Source: an optimization exercise on an open RTL-to-GDS flow (aim: small area and a short achievable clock period). Production flows keep margins and buffers that such runs may drop. RTL that was checked went through simulation tests only; none was proved equivalent to the original. For runs 1 and 2, only the layout was checked, not whether the RTL still works.

==> flow/design.v <==
module conv0(input wire [2:0] i, output wire [3:0] o);
wire w_new_n11;
wire w_new_n8;
assign w_new_n8 = (~i[0]) | (~i[2]);
assign o[0] = (~w_new_n8) | (~i[1]);
assign o[1] = (~i[1]&~i[2]) | (~w_new_n8);
assign w_new_n11 = (~i[0]&~i[2]);
assign o[3] = (~i[1]&~w_new_n8);
assign o[2] = (~w_new_n11&~o[3]);
endmodule
module step0(input wire [3:0] i, output wire [3:0] o);
wire w_new_n10;
wire w_new_n12;
wire w_new_n9;
assign w_new_n9 = (~i[0]) | (~i[3]);
assign w_new_n10 = (i[0]&i[2]) | (i[3]&i[2]);
assign o[0] = (~i[1]&~w_new_n9) | (~w_new_n10);
assign w_new_n12 = (~i[0]&~i[2]&~i[3]);
assign o[1] = (~w_new_n12&~w_new_n10);
assign o[2] = (~i[1]&~i[3]) | (~w_new_n9);
assign o[3] = (~i[1]&~w_new_n12);
endmodule
module conv1(input wire [3:0] i, output wire [3:0] o);
wire w_new_n10;
wire w_new_n11;
wire w_new_n13;
wire w_new_n15;
wire w_new_n9;
assign w_new_n9 = (~i[2]);
assign w_new_n10 = (~w_new_n9) | (~i[0]);
assign w_new_n11 = (i[1]&i[0]) | (i[3]&i[0]) | (i[1]&w_new_n9) | (i[3]&w_new_n9);
assign o[0] = (~i[1]&~w_new_n10) | (~w_new_n11);
assign w_new_n13 = (~i[0]&~i[1]&~w_new_n9);
assign o[1] = (~w_new_n13&~w_new_n11);
assign w_new_n15 = (~i[2]&~i[3]);
assign o[2] = (~i[0]&~w_new_n15) | (~w_new_n10);
assign o[3] = (~w_new_n15&~w_new_n13);
endmodule
module conv2(input wire [2:0] i, output wire [3:0] o);
wire w_new_n11;
wire w_new_n13;
wire w_new_n8;
wire w_new_n9;
assign w_new_n8 = (~i[2]);
assign w_new_n9 = (i[0]) | (w_new_n8);
assign o[0] = (~w_new_n9) | (~i[1]);
assign w_new_n11 = (~i[0]&~i[1]);
assign o[1] = (~i[2]&o[0]) | (~w_new_n11&o[0]);
assign w_new_n13 = (~w_new_n8) | (~i[0]);
assign o[2] = (~w_new_n9) | (~w_new_n13);
assign o[3] = (~w_new_n8&~w_new_n11);
endmodule
module conv3(input wire [2:0] i, output wire [3:0] o);
wire w_new_n10;
wire w_new_n8;
assign w_new_n8 = (~i[2]);
assign o[0] = (~w_new_n8) | (~i[1]);
assign w_new_n10 = (~i[0]&~i[1]) | (~i[2]);
assign o[1] = (~i[1]&~i[2]) | (~w_new_n10);
assign o[2] = (i[0]&~i[2]) | (~i[0]&i[2]);
assign o[3] = (~w_new_n10);
endmodule
module stepout0(input wire [3:0] i, output wire [3:0] o);
wire w_new_n10;
wire w_new_n12;
wire w_new_n13;
wire w_new_n16;
wire w_new_n9;
assign w_new_n9 = (~i[3]);
assign w_new_n10 = (~i[1]&~w_new_n9) | (~i[0]&~i[2]);
assign o[0] = (~i[1]&~w_new_n10) | (~w_new_n9&~w_new_n10);
assign w_new_n12 = (~i[1]&~w_new_n9);
assign w_new_n13 = (~i[0]&~i[3]) | (~i[2]);
assign o[1] = (~w_new_n12&~w_new_n13) | (~i[0]&~w_new_n13);
assign o[2] = (i[0]&w_new_n10) | (w_new_n9&w_new_n10);
assign w_new_n16 = (~i[2]&~i[3]);
assign o[3] = (~i[1]&~w_new_n16);
endmodule
module hex_to_dec(
    input wire clk_25MHz,
    input wire [31: 0]hex,
    output wire [31: 0]dec
);
reg q0;
reg q1;
reg q2;
reg q3;
reg q4;
reg q5;
reg q6;
reg q7;
reg q8;
reg q9;
reg q10;
reg q11;
reg q12;
reg q13;
reg q14;
reg q15;
reg q16;
reg q17;
reg q18;
reg q19;
reg q20;
reg q21;
reg q22;
reg q23;
reg q24;
reg q25;
reg q26;
reg q27;
reg q28;
reg q29;
wire [3:0] n1;
conv0 u1(.i({hex[26],hex[25],hex[24]}), .o(n1));
wire [3:0] n2;
step0 u2(.i({hex[23],n1[2],n1[1],n1[0]}), .o(n2));
wire [3:0] n3;
step0 u3(.i({hex[22],n2[2],n2[1],n2[0]}), .o(n3));
wire [3:0] n4;
step0 u4(.i({hex[21],n3[2],n3[1],n3[0]}), .o(n4));
wire [3:0] n5;
step0 u5(.i({hex[20],n4[2],n4[1],n4[0]}), .o(n5));
wire [3:0] n6;
step0 u6(.i({hex[19],n5[2],n5[1],n5[0]}), .o(n6));
wire [3:0] n7;
conv1 u7(.i({n1[3],n2[3],n3[3],n4[3]}), .o(n7));
wire [3:0] n8;
step0 u8(.i({n5[3],n7[2],n7[1],n7[0]}), .o(n8));
wire [3:0] n9;
step0 u9(.i({hex[18],n6[2],n6[1],n6[0]}), .o(n9));
wire [3:0] n10;
step0 u10(.i({n6[3],n8[2],n8[1],n8[0]}), .o(n10));
wire [3:0] n11;
step0 u11(.i({hex[17],n9[2],n9[1],n9[0]}), .o(n11));
wire [3:0] n12;
step0 u12(.i({n9[3],n10[2],n10[1],n10[0]}), .o(n12));
wire [3:0] n13;
step0 u13(.i({hex[16],n11[2],n11[1],n11[0]}), .o(n13));
wire [3:0] n14;
step0 u14(.i({n11[3],n12[2],n12[1],n12[0]}), .o(n14));
wire [3:0] n15;
conv2 u15(.i({n7[3],n8[3],n10[3]}), .o(n15));
wire [3:0] n16;
step0 u16(.i({n12[3],n15[2],n15[1],n15[0]}), .o(n16));
wire [3:0] n17;
step0 u17(.i({hex[15],n13[2],n13[1],n13[0]}), .o(n17));
wire [3:0] n18;
step0 u18(.i({n13[3],n14[2],n14[1],n14[0]}), .o(n18));
wire [3:0] n19;
step0 u19(.i({n14[3],n16[2],n16[1],n16[0]}), .o(n19));
wire [3:0] n20;
step0 u20(.i({hex[14],n17[2],n17[1],n17[0]}), .o(n20));
wire [3:0] n21;
step0 u21(.i({n17[3],n18[2],n18[1],n18[0]}), .o(n21));
wire [3:0] n22;
step0 u22(.i({n18[3],n19[2],n19[1],n19[0]}), .o(n22));
wire [3:0] n23;
step0 u23(.i({hex[13],n20[2],n20[1],n20[0]}), .o(n23));
wire [3:0] n24;
step0 u24(.i({n20[3],n21[2],n21[1],n21[0]}), .o(n24));
wire [3:0] n25;
step0 u25(.i({n21[3],n22[2],n22[1],n22[0]}), .o(n25));
wire [3:0] n26;
conv3 u26(.i({n15[3],n16[3],n19[3]}), .o(n26));
wire [3:0] n27;
step0 u27(.i({n22[3],n26[2],n26[1],n26[0]}), .o(n27));
wire [3:0] n28;
step0 u28(.i({hex[12],n23[2],n23[1],n23[0]}), .o(n28));
wire [3:0] n29;
step0 u29(.i({n23[3],n24[2],n24[1],n24[0]}), .o(n29));
wire [3:0] n30;
step0 u30(.i({n24[3],n25[2],n25[1],n25[0]}), .o(n30));
wire [3:0] n31;
step0 u31(.i({n25[3],n27[2],n27[1],n27[0]}), .o(n31));
wire [3:0] n32;
step0 u32(.i({hex[11],n28[2],n28[1],n28[0]}), .o(n32));
wire [3:0] n33;
step0 u33(.i({n28[3],n29[2],n29[1],n29[0]}), .o(n33));
wire [3:0] n34;
step0 u34(.i({q3,q2,q1,q0}), .o(n34));
wire [3:0] n35;
step0 u35(.i({q7,q6,q5,q4}), .o(n35));
wire [3:0] n36;
step0 u36(.i({q11,q10,q9,q8}), .o(n36));
wire [3:0] n37;
step0 u37(.i({q15,q14,q13,q12}), .o(n37));
wire [3:0] n38;
step0 u38(.i({q16,n34[2],n34[1],n34[0]}), .o(n38));
wire [3:0] n39;
step0 u39(.i({n34[3],n35[2],n35[1],n35[0]}), .o(n39));
wire [3:0] n40;
step0 u40(.i({q17,n36[2],n36[1],n36[0]}), .o(n40));
wire [3:0] n41;
step0 u41(.i({n36[3],n37[2],n37[1],n37[0]}), .o(n41));
wire [3:0] n42;
step0 u42(.i({n37[3],n38[2],n38[1],n38[0]}), .o(n42));
wire [3:0] n43;
step0 u43(.i({n38[3],n39[2],n39[1],n39[0]}), .o(n43));
wire [3:0] n44;
conv1 u44(.i({q20,q19,q18,n35[3]}), .o(n44));
wire [3:0] n45;
step0 u45(.i({n39[3],n44[2],n44[1],n44[0]}), .o(n45));
wire [3:0] n46;
step0 u46(.i({q21,n40[2],n40[1],n40[0]}), .o(n46));
wire [3:0] n47;
step0 u47(.i({n40[3],n41[2],n41[1],n41[0]}), .o(n47));
wire [3:0] n48;
step0 u48(.i({n41[3],n42[2],n42[1],n42[0]}), .o(n48));
wire [3:0] n49;
step0 u49(.i({n42[3],n43[2],n43[1],n43[0]}), .o(n49));
wire [3:0] n50;
step0 u50(.i({n43[3],n45[2],n45[1],n45[0]}), .o(n50));
wire [3:0] n51;
step0 u51(.i({q22,n46[2],n46[1],n46[0]}), .o(n51));
wire [3:0] n52;
step0 u52(.i({n46[3],n47[2],n47[1],n47[0]}), .o(n52));
wire [3:0] n53;
step0 u53(.i({n47[3],n48[2],n48[1],n48[0]}), .o(n53));
wire [3:0] n54;
step0 u54(.i({n48[3],n49[2],n49[1],n49[0]}), .o(n54));
wire [3:0] n55;
step0 u55(.i({n49[3],n50[2],n50[1],n50[0]}), .o(n55));
wire [3:0] n56;
step0 u56(.i({q23,n51[2],n51[1],n51[0]}), .o(n56));
wire [3:0] n57;
step0 u57(.i({n51[3],n52[2],n52[1],n52[0]}), .o(n57));
wire [3:0] n58;
step0 u58(.i({n52[3],n53[2],n53[1],n53[0]}), .o(n58));
wire [3:0] n59;
step0 u59(.i({n53[3],n54[2],n54[1],n54[0]}), .o(n59));
wire [3:0] n60;
step0 u60(.i({n54[3],n55[2],n55[1],n55[0]}), .o(n60));
wire [3:0] n61;
conv2 u61(.i({n44[3],n45[3],n50[3]}), .o(n61));
wire [3:0] n62;
step0 u62(.i({n55[3],n61[2],n61[1],n61[0]}), .o(n62));
wire [3:0] n63;
step0 u63(.i({q24,n56[2],n56[1],n56[0]}), .o(n63));
wire [3:0] n64;
step0 u64(.i({n56[3],n57[2],n57[1],n57[0]}), .o(n64));
wire [3:0] n65;
step0 u65(.i({n57[3],n58[2],n58[1],n58[0]}), .o(n65));
wire [3:0] n66;
step0 u66(.i({n58[3],n59[2],n59[1],n59[0]}), .o(n66));
wire [3:0] n67;
step0 u67(.i({n59[3],n60[2],n60[1],n60[0]}), .o(n67));
wire [3:0] n68;
step0 u68(.i({n60[3],n62[2],n62[1],n62[0]}), .o(n68));
wire [3:0] n69;
step0 u69(.i({q25,n63[2],n63[1],n63[0]}), .o(n69));
wire [3:0] n70;
step0 u70(.i({n63[3],n64[2],n64[1],n64[0]}), .o(n70));
wire [3:0] n71;
step0 u71(.i({n64[3],n65[2],n65[1],n65[0]}), .o(n71));
wire [3:0] n72;
step0 u72(.i({n65[3],n66[2],n66[1],n66[0]}), .o(n72));
wire [3:0] n73;
step0 u73(.i({n66[3],n67[2],n67[1],n67[0]}), .o(n73));
wire [3:0] n74;
step0 u74(.i({n67[3],n68[2],n68[1],n68[0]}), .o(n74));
wire [3:0] n75;
step0 u75(.i({q26,n69[2],n69[1],n69[0]}), .o(n75));
wire [3:0] n76;
step0 u76(.i({n69[3],n70[2],n70[1],n70[0]}), .o(n76));
wire [3:0] n77;
step0 u77(.i({n70[3],n71[2],n71[1],n71[0]}), .o(n77));
wire [3:0] n78;
step0 u78(.i({n71[3],n72[2],n72[1],n72[0]}), .o(n78));
wire [3:0] n79;
step0 u79(.i({n72[3],n73[2],n73[1],n73[0]}), .o(n79));
wire [3:0] n80;
step0 u80(.i({n73[3],n74[2],n74[1],n74[0]}), .o(n80));
wire [3:0] n81;
conv3 u81(.i({n61[3],n62[3],n68[3]}), .o(n81));
wire [3:0] n82;
step0 u82(.i({n74[3],n81[2],n81[1],n81[0]}), .o(n82));
wire [3:0] n83;
step0 u83(.i({q27,n75[2],n75[1],n75[0]}), .o(n83));
wire [3:0] n84;
step0 u84(.i({n75[3],n76[2],n76[1],n76[0]}), .o(n84));
wire [3:0] n85;
step0 u85(.i({n76[3],n77[2],n77[1],n77[0]}), .o(n85));
wire [3:0] n86;
step0 u86(.i({n77[3],n78[2],n78[1],n78[0]}), .o(n86));
wire [3:0] n87;
step0 u87(.i({n78[3],n79[2],n79[1],n79[0]}), .o(n87));
wire [3:0] n88;
step0 u88(.i({n79[3],n80[2],n80[1],n80[0]}), .o(n88));
wire [3:0] n89;
step0 u89(.i({n80[3],n82[2],n82[1],n82[0]}), .o(n89));
wire [3:0] n90;
stepout0 u90(.i({q28,n83[2],n83[1],n83[0]}), .o(n90));
wire [3:0] n91;
stepout0 u91(.i({n83[3],n84[2],n84[1],n84[0]}), .o(n91));
wire [3:0] n92;
stepout0 u92(.i({n84[3],n85[2],n85[1],n85[0]}), .o(n92));
wire [3:0] n93;
stepout0 u93(.i({n85[3],n86[2],n86[1],n86[0]}), .o(n93));
wire [3:0] n94;
stepout0 u94(.i({n86[3],n87[2],n87[1],n87[0]}), .o(n94));
wire [3:0] n95;
stepout0 u95(.i({n87[3],n88[2],n88[1],n88[0]}), .o(n95));
wire [3:0] n96;
stepout0 u96(.i({n88[3],n89[2],n89[1],n89[0]}), .o(n96));
always @(posedge clk_25MHz) begin
    q0 <= n30[0];
    q1 <= n30[1];
    q2 <= n30[2];
    q3 <= n29[3];
    q4 <= n31[0];
    q5 <= n31[1];
    q6 <= n31[2];
    q7 <= n30[3];
    q8 <= n32[0];
    q9 <= n32[1];
    q10 <= n32[2];
    q11 <= hex[10];
    q12 <= n33[0];
    q13 <= n33[1];
    q14 <= n33[2];
    q15 <= n32[3];
    q16 <= n33[3];
    q17 <= hex[9];
    q18 <= n31[3];
    q19 <= n27[3];
    q20 <= n26[3];
    q21 <= hex[8];
    q22 <= hex[7];
    q23 <= hex[6];
    q24 <= hex[5];
    q25 <= hex[4];
    q26 <= hex[3];
    q27 <= hex[2];
    q28 <= hex[1];
    q29 <= hex[0];
end
assign dec = {{n81[3],n82[3],n89[3],n96[3]}, {n96[2],n96[1],n96[0],n95[3]}, {n95[2],n95[1],n95[0],n94[3]}, {n94[2],n94[1],n94[0],n93[3]}, {n93[2],n93[1],n93[0],n92[3]}, {n92[2],n92[1],n92[0],n91[3]}, {n91[2],n91[1],n91[0],n90[3]}, {n90[2],n90[1],n90[0],q29}};
endmodule
==> flow/flow/run.sh <==
#!/bin/bash
# Layout flow: the standard layout (standard.sh) with three changes.
# 1. Synthesis maps logic with flow/abc_area.script (area-only mapping of
#    the logic as written, twice over) instead of ORFS's
#    abc_area.script, whose delay-driven mapping and resizing at a 75 ps
#    target remap the design's small cells (written as the gates of an
#    area-optimised mapping, see gen/) into larger ones.  The design is
#    synthesized one module at a time (SYNTH_HIERARCHICAL 1).  To do so the
#    synthesis step runs on a copy of ORFS's scripts folder in which only
#    abc_area.script differs; synthesis is otherwise the standard one
#    (synth_recipe.tcl: -nofsm -noshare, flattened, renamed), except that
#    ADDER_MAP_FILE is left empty so that Yosys does not turn XOR/AND pairs
#    into half-adder cells (ha_1) before ABC maps the logic.
# 2. After synthesis, cells whose next drive strength has the same area are
#    swapped to it (o21ai_0 -> o21ai_1 and so on, see flow/swap.tcl).
# 3. The buffers the flow puts on every input and output port are buf_1
#    cells instead of the resizer's default choice (a 10 um2 delay buffer).
# Each step's full output goes to a log file of its own in this folder.
set -euo pipefail
rm -rf scripts_local
mkdir -p scripts_local
cp -r "$FLOW_HOME/scripts/." scripts_local/
cp flow/abc_area.script scripts_local/abc_area.script
args=(BUFFER_PORTS_ARGS="-buffer_cell sky130_fd_sc_hd__buf_1")
bash standard.sh "${args[@]}" SCRIPTS_DIR="$PWD/scripts_local" ADDER_MAP_FILE= synth > standard_synth.log 2>&1
res=orfs/results/$FLOW_PLATFORM/hex_to_dec/base
SWAP_DB=$res/1_synth.odb openroad -no_init -exit flow/swap.tcl > swap.log 2>&1
bash standard.sh "${args[@]}" finish > standard_finish.log 2>&1
==> flow/flow/abc_area.script <==
strash
dch -f
map -a
strash
dch -f
map -a
==> flow/flow/swap.tcl <==
# Swap cells for the same-area next drive strength in the synthesized design.
set pairs {
  sky130_fd_sc_hd__o21ai_0 sky130_fd_sc_hd__o21ai_1
  sky130_fd_sc_hd__a21boi_0 sky130_fd_sc_hd__a21boi_1
  sky130_fd_sc_hd__and2_0 sky130_fd_sc_hd__and2_1
  sky130_fd_sc_hd__or2_0 sky130_fd_sc_hd__or2_2
  sky130_fd_sc_hd__or2_1 sky130_fd_sc_hd__or2_2
  sky130_fd_sc_hd__o311ai_0 sky130_fd_sc_hd__o311ai_1
  sky130_fd_sc_hd__a21bo_1 sky130_fd_sc_hd__a21bo_2
  sky130_fd_sc_hd__a31o_1 sky130_fd_sc_hd__a31o_2
  sky130_fd_sc_hd__mux2_1 sky130_fd_sc_hd__mux2_2
  sky130_fd_sc_hd__o211a_1 sky130_fd_sc_hd__o211a_2
  sky130_fd_sc_hd__o21ba_1 sky130_fd_sc_hd__o21ba_2
  sky130_fd_sc_hd__o221a_1 sky130_fd_sc_hd__o221a_2
  sky130_fd_sc_hd__or3b_1 sky130_fd_sc_hd__or3b_2
  sky130_fd_sc_hd__or4b_1 sky130_fd_sc_hd__or4b_2
  sky130_fd_sc_hd__and4bb_1 sky130_fd_sc_hd__and4bb_2
}
if {[info exists ::env(SWAP_EXTRA)]} { lappend pairs {*}$::env(SWAP_EXTRA) }
read_db $::env(SWAP_DB)
set db [ord::get_db]
set block [ord::get_db_block]
array set to {}
foreach {a b} $pairs { set to($a) $b }
set n 0
foreach inst [$block getInsts] {
  set m [[$inst getMaster] getName]
  if {[info exists to($m)]} {
    set nm [$db findMaster $to($m)]
    if {$nm ne "NULL" && $nm ne ""} {
      $inst swapMaster $nm
      incr n
    }
  }
}
puts "swapped $n cells"
write_db $::env(SWAP_DB)
==> flow/standard.sh <==
#!/bin/bash
# synth_recipe.tcl (not shown) runs the flow's synth.tcl, then flattens the netlist and writes it again
# the make line also repeats each setting of config.mk as NAME=value (left out here)
make -C /OpenROAD-flow-scripts/flow DESIGN_CONFIG=/design/flow/config.mk WORK_HOME=/design/flow/orfs CLKGATE_MAP_FILE= SYNTH_SCRIPT=/design/flow/synth_recipe.tcl "${@:-finish}"
==> flow/config.mk <==
export PLATFORM = sky130hd
export DESIGN_NAME = hex_to_dec
export DESIGN_NICKNAME = hex_to_dec
export VERILOG_FILES = /design/flow/design.v
export SDC_FILE = /design/flow/constraint.sdc
export NUM_CORES = 4
export LEC_CHECK = 0
export ABC_AREA = 1
export CAP_MARGIN = 20
export CORE_MARGIN = 2
export CORE_UTILIZATION = 40
export CTS_BUF_LIST = sky130_fd_sc_hd__clkbuf_4
export SLEW_MARGIN = 20
export SYNTH_HIERARCHICAL = 1
export SYNTH_MINIMUM_KEEP_SIZE = 0
==> flow/constraint.sdc <==
create_clock -name core_clock -period 75.0 [get_ports {clk_25MHz}]
set_input_delay 15.0000 -clock core_clock [delete_from_list [all_inputs] [get_ports {clk_25MHz}]]
set_output_delay 15.0000 -clock core_clock [all_outputs]
set_load 0.01 [all_outputs]
==> flow_summary_export.csv, run 1 <==
group,metric,value,unit
synth,synth_cell_type_count,12,
cells_and_area,n_fill_cell,1034,
cells_and_area,register_area,601,µm²
drt,first_pass_iters,5,
synth,synth_fa_ha_area_frac,0,
setup_path,critical_path_required,60000,ps
setup_path,crit_type,"reg2out",
grt,grt_pass1_wl,14100,µm
floorplan,core_area,9680,µm²
floorplan,die_x,103,µm
cells_and_area,area_growth,11.0,%
setup_path,crit_path_end_kind,"output pin",
synth,yosysWarnings,7,
clock_network,ctsResizeCount,0,
placed_design,gp_congestion,0.755,
sta,setup_viol,0,
clock_network,cts_tree,"done",
synth,muxShareOfSynthArea,0,
drt,route.met2.wl,3620,µm
drt,wirelength,7930,µm
floorplan,io_pins,65,
floorplan,die_h,103,µm
grt,grt_start_max_net_pins,11,
grt,grt_antenna_before_repair,0,
floorplan,start_util,0.407,
grt,globalRouteOverflowTotal,0,
cells_and_area,finalNetCount,814,
synth,ys_seq_area_frac,0.153,
sta,slew_viol_final,0,
sta,finalSetupTns,0,ps
cells_and_area,drive_above_1_share,0.0115,
grt,grt_pass1_vias,3852,
sta,tightestPinTransition,297,ps
flow_run,cap_viol_max_count,0,
synth,synth_area,3940,µm²
clock_network,cts_root_buf,"clkbuf_4",
drt,m1WireLength,4110,µm
clock_network,clock_sinks,30,
min_path,min-delay-start,"hex[1]",
clock_network,cts_hold_buf,0,
setup_path,worstPathMaxFanout,5,
drt,drt_iter0_markers,108,
synth,yosys.area_share.simple,0.366,
placed_design,portBuffers,59,
sta,final_hold_viol_count,0,
synth,syn_avg_cell_area,5.50,µm²
clock_network,cts_buffers,5,
drt,top_layer,"met4",
drt,viasPerCell,5.22,
drt,ant_nets,0,
synth,synth_compound_area_frac,0.445,
floorplan,die_area,10700,µm²
synth,synth_top_family_by_area,"compound AO/OA/AOI/OAI gates",
sta,grt_setup_unrepaired,"false",
sta,max_clock_freq,0.0515,GHz
drt,routedWlPerCell,8.67,µm
clock_network,clkSlewWorstSetupHoldPaths,90,ps
outcome,outcome,"no timing/DRC/antenna violations",
grt,gr-usage-all-layers,0.150,
synth,synth_nets,749,
cells_and_area,diodes,0,
min_path,hold_class,"in2reg",
sta,hold_ws,14760,ps
placed_design,dp_hpwl,6790,µm
setup_path,cp.arrival,4420,ps
sta,final.period_utilization,0.259,
clock_network,clk_path_buf_depth,2,
clock_network,cts_setup_buffers,0,
synth,synth_xor_area_frac,0.0133,
setup_path,crit_path_start_kind,"flip-flop",
drt,via_count,4776,
drt,drc_errors,0,
drt,dr_wl_met3,118,µm
synth,syn_inst,716,
min_path,hold_depth,1,
floorplan,rows,36,
clock_network,htree_levels,2,
sta,fin_crit,19420,ps
sta,timing.slew.headroom,0.801,
synth,yosys_register_bits,30,
cells_and_area,multi_input_area,3250,µm²
setup_path,worstSetupStartpoint,"q3",
## Yosys cell counts, drive strengths merged
| library cell | n | area [µm²] |
|---|---|---|
| o22a | 2 | 20.0 |
| a21oi | 21 | 105 |
| nor3 | 84 | 420 |
| o22ai | 7 | 43.8 |
| nor2 | 180 | 676 |
| buf | 1 | 7.51 |
| clkinv | 22 | 82.6 |
| dfxtp | 30 | 601 |
| nand2 | 92 | 345 |
| xor2 | 6 | 52.6 |
| o21ai | 180 | 901 |
| o21a | 91 | 683 |
## worst paths after layout
check  slack [ps]      end
max         55580  dec[27]
min         14760      q28
## modules after synthesis, one instance, submodules excluded
module	flip-flops and latches	cells inside	area (µm²)	copies in the design
step0	0	7	33.8	82
conv0	0	6	23.8	1
conv2	0	6	36.3	2
hex_to_dec	30	31	608	1
conv3	0	6	30.0	2
stepout0	0	9	45.0	7
conv1	0	9	43.8	2
## layout by cell type, fill, tap and decap left out
cell type / count
xor2_1: 6
clkinv_2: 1
o22a_2: 2
dfxtp_1: 30
clkbuf_4: 5
buf_1: 59
nand2_1: 92
o22ai_1: 7
nor3_1: 84
clkinvlp_4: 1
clkinv_1: 23
nor2_1: 180
o21a_1: 91
a21oi_1: 21
o21ai_1: 180
## metal layers
layer | global-route usage | vias to the layer above
met5 | 0 | -
met4 | 0.0334 | 0
met3 | 0.0101 | 5
met2 | 0.279 | 43
li1 | - | 2714
met1 | 0.190 | 2014
## area by class of cell
| class | instances | share of cell area |
|---|---|---|
| clock buffer | 5 | 0.00859 |
| sequential | 30 | 0.137 |
| timing repair buffer | 59 | 0.0507 |
| clock inverter | 3 | 0.00372 |
| multi-input combinational | 663 | 0.743 |
| tap | 133 | 0.0381 |
| inverter | 22 | 0.0189 |
## worst max-delay path: stages (launching register included)
cell and delay (ps):
dfxtp_1 380, nand2_1 80, o21ai_1 190, o21a_1 170
o21ai_1 90, nor3_1 270, nor2_1 130, o21a_1 190
o21ai_1 120, o21a_1 180, o21ai_1 100, nor3_1 250
nor2_1 120, nor3_1 220, nor2_1 120, o21a_1 190
o21ai_1 130, nand2_1 100, o21ai_1 210, nor3_1 100
nor2_1 150, clkinv_1 160, o22ai_1 190, o21a_1 150
buf_1 140
## logic make-up after synthesis
family                    count (synthesis)
and+or+nand+nor                         356
AOI/OAI and AO/OA                       301
DFF                                      30
buffers and inverters                    23
xor gates and xnor gates                  6
## stage by stage
step                      worst slack, ps   util  cell area (µm²)  cells
after floorplan                     56060      -             3940    716
after global placement              55640  0.446             4320    907
after detailed placement            55350  0.446             4320    907
after CTS                           55580  0.451             4370    915
after global routing                54770  0.451             4370    915
final                               55580  0.451             4370    915
==> run 2: changes to the inputs <==
--- a/flow/design.v
+++ b/flow/design.v
@@ -179,15 +179,15 @@
 step0 u33(.i({n28[3],n29[2],n29[1],n29[0]}), .o(n33));
 wire [3:0] n34;
-step0 u34(.i({q3,q2,q1,q0}), .o(n34));
+step0 u34(.i({n29[3],n30[2],n30[1],n30[0]}), .o(n34));
 wire [3:0] n35;
-step0 u35(.i({q7,q6,q5,q4}), .o(n35));
+step0 u35(.i({q3,q2,q1,q0}), .o(n35));
 wire [3:0] n36;
-step0 u36(.i({q11,q10,q9,q8}), .o(n36));
+step0 u36(.i({q7,q6,q5,q4}), .o(n36));
 wire [3:0] n37;
-step0 u37(.i({q15,q14,q13,q12}), .o(n37));
+step0 u37(.i({q11,q10,q9,q8}), .o(n37));
 wire [3:0] n38;
-step0 u38(.i({q16,n34[2],n34[1],n34[0]}), .o(n38));
+step0 u38(.i({q15,q14,q13,q12}), .o(n38));
 wire [3:0] n39;
-step0 u39(.i({n34[3],n35[2],n35[1],n35[0]}), .o(n39));
+step0 u39(.i({q16,n35[2],n35[1],n35[0]}), .o(n39));
 wire [3:0] n40;
 step0 u40(.i({q17,n36[2],n36[1],n36[0]}), .o(n40));
@@ -305,21 +305,21 @@
 stepout0 u96(.i({n88[3],n89[2],n89[1],n89[0]}), .o(n96));
 always @(posedge clk_25MHz) begin
-    q0 <= n30[0];
-    q1 <= n30[1];
-    q2 <= n30[2];
-    q3 <= n29[3];
-    q4 <= n31[0];
-    q5 <= n31[1];
-    q6 <= n31[2];
-    q7 <= n30[3];
-    q8 <= n32[0];
-    q9 <= n32[1];
-    q10 <= n32[2];
-    q11 <= hex[10];
-    q12 <= n33[0];
-    q13 <= n33[1];
-    q14 <= n33[2];
-    q15 <= n32[3];
-    q16 <= n33[3];
+    q0 <= n31[0];
+    q1 <= n31[1];
+    q2 <= n31[2];
+    q3 <= n30[3];
+    q4 <= n32[0];
+    q5 <= n32[1];
+    q6 <= n32[2];
+    q7 <= hex[10];
+    q8 <= n33[0];
+    q9 <= n33[1];
+    q10 <= n33[2];
+    q11 <= n32[3];
+    q12 <= n34[0];
+    q13 <= n34[1];
+    q14 <= n34[2];
+    q15 <= n33[3];
+    q16 <= n34[3];
     q17 <= hex[9];
     q18 <= n31[3];
==> run 2 against run 1 <==
Still clean on timing, DRC and antenna. Global-route usage about the same. Sequential cell count unchanged. Maximum frequency about the same. Utilization unchanged. Via count about the same. Critical path depth unchanged. Final cell count unchanged. Setup slack better by 10 ps. Non-clock buffer count unchanged.
==> flow_summary_export.csv, run 2 <==
group,metric,value,unit
outcome,outcome,"no timing/DRC/antenna violations",
grt,grt_pass1_wl,14100,µm
setup_path,crit_path_end_kind,"output pin",
sta,finalSetupTns,0,ps
sta,final_hold_viol_count,0,
sta,fin_crit,19410,ps
setup_path,worstPathMaxFanout,5,
synth,synth_area,3940,µm²
drt,first_pass_iters,5,
synth,synth_cell_type_count,12,
drt,drc_errors,0,
grt,grt_pass1_vias,3930,
placed_design,gp_congestion,0.739,
synth,syn_inst,716,
cells_and_area,area_growth,11.0,%
clock_network,cts_tree,"done",
drt,ant_nets,0,
sta,timing.slew.headroom,0.813,
floorplan,rows,36,
drt,dr_wl_met3,143,µm
setup_path,crit_path_start_kind,"flip-flop",
cells_and_area,drive_above_1_share,0.0115,
synth,yosys_register_bits,30,
synth,yosysWarnings,7,
floorplan,start_util,0.407,
clock_network,clock_sinks,30,
drt,routedWlPerCell,8.52,µm
synth,synth_area_leaders,"o21ai_0 (23%), o21a_1 (17%), nor2_1 (17%)",
synth,synth-edff-count,0,
cells_and_area,final_cell_mix,"nor2_1 (180), o21ai_1 (180), nand2_1 (92)",
grt,gr-usage-all-layers,0.150,
setup_path,critical_path_required,60000,ps
drt,top_layer,"met4",
floorplan,die_h,103,µm
min_path,hold_class,"in2reg",
placed_design,portBuffers,59,
synth,ys_seq_area_frac,0.153,
sta,max_clock_freq,0.0515,GHz
sta,setup_viol,0,
sta,slew_viol_final,0,
clock_network,htree_levels,2,
floorplan,die_area,10700,µm²
grt,grt_antenna_before_repair,0,
synth,synth-async-reset-ratio,0,
clock_network,cts_buffers,5,
cells_and_area,diodes,0,
grt,grt_start_max_net_pins,11,
clock_network,clkSlewWorstSetupHoldPaths,100,ps
drt,m1WireLength,4090,µm
clock_network,cts_setup_buffers,0,
synth,synth_top_area_frac,0.229,
synth,synth_area_leader_cell,"o21ai_0",
drt,viasPerCell,5.22,
floorplan,die_x,103,µm
clock_network,cts_hold_buf,0,
setup_path,cp.arrival,4410,ps
synth,synthTopCellsByCount,"nor2_1 (180), o21ai_0 (180), nand2_1 (92)",
cells_and_area,finalNetCount,814,
floorplan,io_pins,65,
drt,wirelength,7790,µm
floorplan,core_area,9680,µm²
flow_run,cap_viol_max_count,0,
sta,tightestPinTransition,278,ps
drt,drt_iter0_markers,85,
clock_network,ctsResizeCount,0,
placed_design,dp_hpwl,6610,µm
synth,syn_avg_cell_area,5.50,µm²
grt,globalRouteOverflowTotal,0,
synth,synth_nets,749,
clock_network,cts_root_buf,"clkbuf_4",
cells_and_area,n_fill_cell,1026,
drt,route.met2.wl,3500,µm
synth,synthFlopType,"dfxtp_1",
drt,via_count,4775,
setup_path,crit_type,"reg2out",
clock_network,clk_path_buf_depth,2,
sta,grt_setup_unrepaired,"false",
sta,final.period_utilization,0.259,
[run 2: cell counts in the layout (fill, tap and decap cells not counted)]
No cell type changed its count.
[run 2: logic make-up (layout without fill, tap and decap cells)]
group	count (synthesis)	in the layout	synth area share
simple gates	356	356	0.366
flops	30	30	0.153
buf+inv	23	89	0.0229
xor+xnor	6	6	0.0133
compound gates	301	301	0.445
[run 2: final timing paths]
kind / cells past startpoint / slack, ps / end / start
max: 24 / 55590 / dec[27] / q3
min: 1 / 14760 / q21 / hex[8]
[run 2: area by class of cell]
type,instances,area (µm²),share of cell area
Clock buffer,5,37.5,0.00859
Clock inverter,3,16.3,0.00372
Inverter,22,82.6,0.0189
Tap cell,133,166,0.0381
Multi-Input combinational cell,663,3250,0.743
Timing Repair Buffer,59,221,0.0507
Sequential cell,30,601,0.137
[run 2: layer usage]
layer | global-route usage | vias up
met1 | 0.188 | 2014
li1 | - | 2712
met3 | 0.0128 | 6
met4 | 0.0324 | 0
met2 | 0.279 | 43
met5 | 0 | -
[run 2: worst max-delay path: stages (launching register included)]
cell	delay, ps
dfxtp_1	380
o21a_1	140
o21ai_1	100
nor3_1	260
nor2_1	120
o21a_1	200
o21ai_1	130
o21a_1	170
o21ai_1	90
nor3_1	270
nor2_1	130
o21a_1	200
o21ai_1	120
o21a_1	170
o21ai_1	90
o21a_1	210
o21ai_1	120
nand2_1	100
o21ai_1	200
nor3_1	100
nor2_1	130
clkinv_1	160
o22ai_1	190
o21a_1	150
buf_1	140
[run 2: per-stage QoR]
step / area, µm² / hold slack [ps] / util / std cells / setup WS, ps
finish: 4370 / 14760 / 0.451 / 915 / 55590
global route: 4370 / 14750 / 0.451 / 915 / 54800
CTS: 4370 / 14740 / 0.451 / 915 / 55590
detailed placement: 4320 / 15090 / 0.446 / 907 / 55460
global placement: 4320 / 15090 / 0.446 / 907 / 55600
floorplan: 3940 / 15030 / - / 716 / 56030
[run 2: modules after synthesis (local to each module, per instance)]
| module | times used | cell area, µm² | cells inside | flip-flops and latches |
|---|---|---|---|---|
| stepout0 | 7 | 45.0 | 9 | 0 |
| conv2 | 2 | 36.3 | 6 | 0 |
| hex_to_dec | 1 | 608 | 31 | 30 |
| conv1 | 2 | 43.8 | 9 | 0 |
| step0 | 82 | 33.8 | 7 | 0 |
| conv3 | 2 | 30.0 | 6 | 0 |
| conv0 | 1 | 23.8 | 6 | 0 |
==> run 3: changes to the inputs <==
--- a/flow/design.v
+++ b/flow/design.v
@@ -80,36 +80,6 @@
     input wire clk_25MHz,
     input wire [31: 0]hex,
-    output wire [31: 0]dec
+    output reg [31: 0]dec
 );
-reg q0;
-reg q1;
-reg q2;
-reg q3;
-reg q4;
-reg q5;
-reg q6;
-reg q7;
-reg q8;
-reg q9;
-reg q10;
-reg q11;
-reg q12;
-reg q13;
-reg q14;
-reg q15;
-reg q16;
-reg q17;
-reg q18;
-reg q19;
-reg q20;
-reg q21;
-reg q22;
-reg q23;
-reg q24;
-reg q25;
-reg q26;
-reg q27;
-reg q28;
-reg q29;
 wire [3:0] n1;
 conv0 u1(.i({hex[26],hex[25],hex[24]}), .o(n1));
@@ -181,15 +151,15 @@
 step0 u34(.i({n29[3],n30[2],n30[1],n30[0]}), .o(n34));
 wire [3:0] n35;
-step0 u35(.i({q3,q2,q1,q0}), .o(n35));
+step0 u35(.i({n30[3],n31[2],n31[1],n31[0]}), .o(n35));
 wire [3:0] n36;
-step0 u36(.i({q7,q6,q5,q4}), .o(n36));
+step0 u36(.i({hex[10],n32[2],n32[1],n32[0]}), .o(n36));
 wire [3:0] n37;
-step0 u37(.i({q11,q10,q9,q8}), .o(n37));
+step0 u37(.i({n32[3],n33[2],n33[1],n33[0]}), .o(n37));
 wire [3:0] n38;
-step0 u38(.i({q15,q14,q13,q12}), .o(n38));
+step0 u38(.i({n33[3],n34[2],n34[1],n34[0]}), .o(n38));
 wire [3:0] n39;
-step0 u39(.i({q16,n35[2],n35[1],n35[0]}), .o(n39));
+step0 u39(.i({n34[3],n35[2],n35[1],n35[0]}), .o(n39));
 wire [3:0] n40;
-step0 u40(.i({q17,n36[2],n36[1],n36[0]}), .o(n40));
+step0 u40(.i({hex[9],n36[2],n36[1],n36[0]}), .o(n40));
 wire [3:0] n41;
 step0 u41(.i({n36[3],n37[2],n37[1],n37[0]}), .o(n41));
@@ -199,9 +169,9 @@
 step0 u43(.i({n38[3],n39[2],n39[1],n39[0]}), .o(n43));
 wire [3:0] n44;
-conv1 u44(.i({q20,q19,q18,n35[3]}), .o(n44));
+conv1 u44(.i({n26[3],n27[3],n31[3],n35[3]}), .o(n44));
 wire [3:0] n45;
 step0 u45(.i({n39[3],n44[2],n44[1],n44[0]}), .o(n45));
 wire [3:0] n46;
-step0 u46(.i({q21,n40[2],n40[1],n40[0]}), .o(n46));
+step0 u46(.i({hex[8],n40[2],n40[1],n40[0]}), .o(n46));
 wire [3:0] n47;
 step0 u47(.i({n40[3],n41[2],n41[1],n41[0]}), .o(n47));
@@ -213,5 +183,5 @@
 step0 u50(.i({n43[3],n45[2],n45[1],n45[0]}), .o(n50));
 wire [3:0] n51;
-step0 u51(.i({q22,n46[2],n46[1],n46[0]}), .o(n51));
+step0 u51(.i({hex[7],n46[2],n46[1],n46[0]}), .o(n51));
 wire [3:0] n52;
 step0 u52(.i({n46[3],n47[2],n47[1],n47[0]}), .o(n52));
@@ -223,5 +193,5 @@
 step0 u55(.i({n49[3],n50[2],n50[1],n50[0]}), .o(n55));
 wire [3:0] n56;
-step0 u56(.i({q23,n51[2],n51[1],n51[0]}), .o(n56));
+step0 u56(.i({hex[6],n51[2],n51[1],n51[0]}), .o(n56));
 wire [3:0] n57;
 step0 u57(.i({n51[3],n52[2],n52[1],n52[0]}), .o(n57));
@@ -237,5 +207,5 @@
 step0 u62(.i({n55[3],n61[2],n61[1],n61[0]}), .o(n62));
 wire [3:0] n63;
-step0 u63(.i({q24,n56[2],n56[1],n56[0]}), .o(n63));
+step0 u63(.i({hex[5],n56[2],n56[1],n56[0]}), .o(n63));
 wire [3:0] n64;
 step0 u64(.i({n56[3],n57[2],n57[1],n57[0]}), .o(n64));
@@ -249,5 +219,5 @@
 step0 u68(.i({n60[3],n62[2],n62[1],n62[0]}), .o(n68));
 wire [3:0] n69;
-step0 u69(.i({q25,n63[2],n63[1],n63[0]}), .o(n69));
+step0 u69(.i({hex[4],n63[2],n63[1],n63[0]}), .o(n69));
 wire [3:0] n70;
 step0 u70(.i({n63[3],n64[2],n64[1],n64[0]}), .o(n70));
@@ -261,5 +231,5 @@
 step0 u74(.i({n67[3],n68[2],n68[1],n68[0]}), .o(n74));
 wire [3:0] n75;
-step0 u75(.i({q26,n69[2],n69[1],n69[0]}), .o(n75));
+step0 u75(.i({hex[3],n69[2],n69[1],n69[0]}), .o(n75));
 wire [3:0] n76;
 step0 u76(.i({n69[3],n70[2],n70[1],n70[0]}), .o(n76));
@@ -277,5 +247,5 @@
 step0 u82(.i({n74[3],n81[2],n81[1],n81[0]}), .o(n82));
 wire [3:0] n83;
-step0 u83(.i({q27,n75[2],n75[1],n75[0]}), .o(n83));
+step0 u83(.i({hex[2],n75[2],n75[1],n75[0]}), .o(n83));
 wire [3:0] n84;
 step0 u84(.i({n75[3],n76[2],n76[1],n76[0]}), .o(n84));
@@ -291,5 +261,5 @@
 step0 u89(.i({n80[3],n82[2],n82[1],n82[0]}), .o(n89));
 wire [3:0] n90;
-stepout0 u90(.i({q28,n83[2],n83[1],n83[0]}), .o(n90));
+stepout0 u90(.i({hex[1],n83[2],n83[1],n83[0]}), .o(n90));
 wire [3:0] n91;
 stepout0 u91(.i({n83[3],n84[2],n84[1],n84[0]}), .o(n91));
@@ -305,35 +275,5 @@
 stepout0 u96(.i({n88[3],n89[2],n89[1],n89[0]}), .o(n96));
 always @(posedge clk_25MHz) begin
-    q0 <= n31[0];
-    q1 <= n31[1];
-    q2 <= n31[2];
-    q3 <= n30[3];
-    q4 <= n32[0];
-    q5 <= n32[1];
-    q6 <= n32[2];
-    q7 <= hex[10];
-    q8 <= n33[0];
-    q9 <= n33[1];
-    q10 <= n33[2];
-    q11 <= n32[3];
-    q12 <= n34[0];
-    q13 <= n34[1];
-    q14 <= n34[2];
-    q15 <= n33[3];
-    q16 <= n34[3];
-    q17 <= hex[9];
-    q18 <= n31[3];
-    q19 <= n27[3];
-    q20 <= n26[3];
-    q21 <= hex[8];
-    q22 <= hex[7];
-    q23 <= hex[6];
-    q24 <= hex[5];
-    q25 <= hex[4];
-    q26 <= hex[3];
-    q27 <= hex[2];
-    q28 <= hex[1];
-    q29 <= hex[0];
+    dec <= {{n81[3],n82[3],n89[3],n96[3]}, {n96[2],n96[1],n96[0],n95[3]}, {n95[2],n95[1],n95[0],n94[3]}, {n94[2],n94[1],n94[0],n93[3]}, {n93[2],n93[1],n93[0],n92[3]}, {n92[2],n92[1],n92[0],n91[3]}, {n91[2],n91[1],n91[0],n90[3]}, {n90[2],n90[1],n90[0],hex[0]}};
 end
-assign dec = {{n81[3],n82[3],n89[3],n96[3]}, {n96[2],n96[1],n96[0],n95[3]}, {n95[2],n95[1],n95[0],n94[3]}, {n94[2],n94[1],n94[0],n93[3]}, {n93[2],n93[1],n93[0],n92[3]}, {n92[2],n92[1],n92[0],n91[3]}, {n91[2],n91[1],n91[0],n90[3]}, {n90[2],n90[1],n90[0],q29}};
 endmodule
==> run 3 against run 2 <==
Sequential share of layout area is 0.70 points higher. Worst hold slack got worse by 3.6 ps. Highest routed layer unchanged. Clock-buffer cell count is 1 higher. Wire length rose by 2.7%. Final cell count rose by 0.22%. Utilization rose by 0.68 points.
==> flow_summary_export.csv, run 3 <==
group,metric,value,unit
sta,timing.slew.headroom,0.785,
synth,synth_nets,750,
flow_run,cap_viol_max_count,0,
drt,m1WireLength,3980,µm
synth,synth_area_leaders,"o21ai_0 (23%), o21a_1 (17%), nor2_1 (17%)",
setup_path,max_stage_delay,270,ps
sta,max_clock_freq,0.0443,GHz
sta,setup_viol,0,
drt,ant_nets,0,
placed_design,dp_hpwl,6870,µm
setup_path,crit_path_start_kind,"input port",
sta,final_hold_viol_count,0,
sta,tightestPinTransition,321,ps
grt,globalRouteOverflowTotal,0,
drt,routedWlPerCell,8.73,µm
drt,drc_errors,0,
setup_path,critical_path_required,75220,ps
clock_network,clkSlewWorstSetupHoldPaths,100,ps
drt,dr_wl_met3,162,µm
clock_network,cts_root_buf,"clkbuf_4",
clock_network,cts_tree,"done",
sta,grt_setup_unrepaired,"false",
synth,syn_inst,717,
synth,yosys_register_bits,32,
cells_and_area,register_area,641,µm²
min_path,hold_class,"in2reg",
synth,yosysWarnings,7,
synth,synth-edff-count,0,
floorplan,die_h,104,µm
placed_design,portBuffers,59,
synth,synth_top_area_frac,0.227,
synth,syn_avg_cell_area,5.54,µm²
drt,viasPerCell,5.26,
drt,first_pass_iters,4,
cells_and_area,largest_reg_flops,32,
cells_and_area,area_growth,11.8,%
cells_and_area,largestRegisters,"dec (32)",
cells_and_area,diodes,0,
min_path,min-delay-start,"hex[0]",
outcome,outcome,"no timing/DRC/antenna violations",
synth,synth_area_leader_cell,"o21ai_0",
sta,final.period_utilization,0.301,
setup_path,crit_path_frequent_cell,"o21ai_1",
sta,slew_viol_final,0,
cells_and_area,largest-register,"dec",
setup_path,crit_path_end_kind,"flip-flop",
sta,fin_crit,22590,ps
floorplan,core_area,9680,µm²
grt,gr-usage-all-layers,0.150,
clock_network,clk_path_buf_depth,2,
cells_and_area,finalNetCount,816,
clock_network,cts_hold_buf,0,
setup_path,cp.arrival,22810,ps
floorplan,io_pins,65,
clock_network,ctsResizeCount,0,
cells_and_area,n_fill_cell,1034,
grt,grt_pass1_vias,4162,
drt,via_count,4823,
setup_path,worstSetupStartpoint,"hex[26]",
floorplan,start_util,0.410,
clock_network,htree_levels,2,
synth,synth_area,3970,µm²
grt,grt_pass1_wl,14900,µm
floorplan,die_area,10700,µm²
drt,route.met2.wl,3850,µm
setup_path,worstPathMaxFanout,4,
drt,top_layer,"met4",
cells_and_area,drive_above_1_share,0.0128,
synth,synthFlopType,"dfxtp_1",
placed_design,gp_congestion,0.780,
setup_path,crit_path_top_delay_cell,"nor3_1",
synth,synth-async-reset-ratio,0,
cells_and_area,final_cell_mix,"nor2_1 (180), o21ai_1 (180), nand2_1 (92)",
clock_network,cts_setup_buffers,0,
grt,grt_antenna_before_repair,0,
drt,wirelength,8000,µm
floorplan,rows,36,
synth,ys_seq_area_frac,0.161,
sta,finalSetupTns,0,ps
cells_and_area,multi_input_area,3250,µm²
clock_network,clock_sinks,32,
synth,synthTopCellsByCount,"nor2_1 (180), o21ai_0 (180), nand2_1 (92)",
drt,drt_iter0_markers,140,
floorplan,die_x,104,µm
synth,synth_cell_type_count,11,
grt,grt_start_max_net_pins,11,
clock_network,cts_buffers,5,
setup_path,crit_type,"in2reg",
==> run 3: cell count changes after synthesis, sizes merged <==
cell	delta
dfxtp	+2
buf	-1
==> run 3: layout make-up <==
cell class,count,share of cell area
Tap cell,133,0.0375
Timing Repair Buffer,59,0.0499
Clock buffer,6,0.0101
Multi-Input combinational cell,663,0.732
Sequential cell,32,0.144
Inverter,22,0.0186
Clock inverter,2,0.00789
==> run 3: final timing paths <==
path	end	slack, ps	depth (start not counted)
setup / recovery	dec[23]	52410	49
hold / removal	dec[0]	14760	1
==> run 3: metal layers <==
metal | track usage | vias to the layer above
li1 | - | 2730
met1 | 0.169 | 2062
met2 | 0.301 | 29
met3 | 0.0277 | 2
met4 | 0.0145 | 0
met5 | 0 | -
==> run 3: cell families after synthesis <==
family | share of synthesized area
XOR/XNOR | 0.0132
flip-flops | 0.161
AND/OR/NAND/NOR | 0.363
AO/OA/AOI/OAI | 0.442
buffers and inverters | 0.0208
==> run 3: worst max-delay path, delay by kind of cell <==
family | cells | cell delay (ps)
XOR/XNOR | 1 | 240
AO/OA/AOI/OAI | 27 | 4270
buffers and inverters | 2 | 210
AND/OR/NAND/NOR | 19 | 3070
==> run 3: modules after synthesis (local to each module, per instance) <==
module / flip-flops and latches / times used / cells inside / area (µm²)
conv2: 0 / 2 / 6 / 36.3
step0: 0 / 82 / 7 / 33.8
conv3: 0 / 2 / 6 / 30.0
hex_to_dec: 32 / 1 / 32 / 641
conv0: 0 / 1 / 6 / 23.8
conv1: 0 / 2 / 9 / 43.8
stepout0: 0 / 7 / 9 / 45.0
==> run 3: per-stage QoR <==
| stage | hold slack (ps) | util | cell area, µm² | std cells | worst slack [ps] |
|---|---|---|---|---|---|
| floorplan | 15030 | - | 3970 | 717 | 53120 |
| global placement | 15090 | 0.450 | 4360 | 909 | 52450 |
| detailed placement | 15100 | 0.450 | 4360 | 909 | 52080 |
| CTS | 14750 | 0.458 | 4440 | 917 | 52420 |
| global route | 14750 | 0.458 | 4440 | 917 | 51040 |
| finish | 14760 | 0.458 | 4440 | 917 | 52410 |

[what the ideal ports hide]
How much do the figures lean on ideal ports? The routed layouts below were timed once more, with nothing changed but the port constraints. Step 1, drivers: a clkbuf_16 drives clk_25MHz and a buf_2 each remaining input, both assumed. Step 2 times the ports against the registers' clock, not the clock port: input delays grow and output delays shrink by t, the midpoint of the rising clock arrivals with the driver on. Three values: no drivers, after step 1, after step 2; two values: the first two.
| run | t, ns | slack for setup (ns) | worst setup path after step 2 | worst register clock-pin slew, ns | worst data-port slew with drivers (ns) |
|---|---|---|---|---|---|
| run 1 | 0.339 | 55.576 / 55.553 / 55.332 | input to register | 0.09 / 0.09 | 0.04 |
| run 2 | 0.336 | 55.586 / 55.562 / 55.467 | input to register | 0.10 / 0.10 | 0.04 |
| run 3 | 0.340 | 52.413 / 52.411 / 52.071 | input to register | 0.10 / 0.10 | 0.03 |
After both steps setup and hold are still met in every run listed. The setup slack of run 3, which loses most, moves by -0.002 ns with the drivers and by -0.342 ns with both steps.
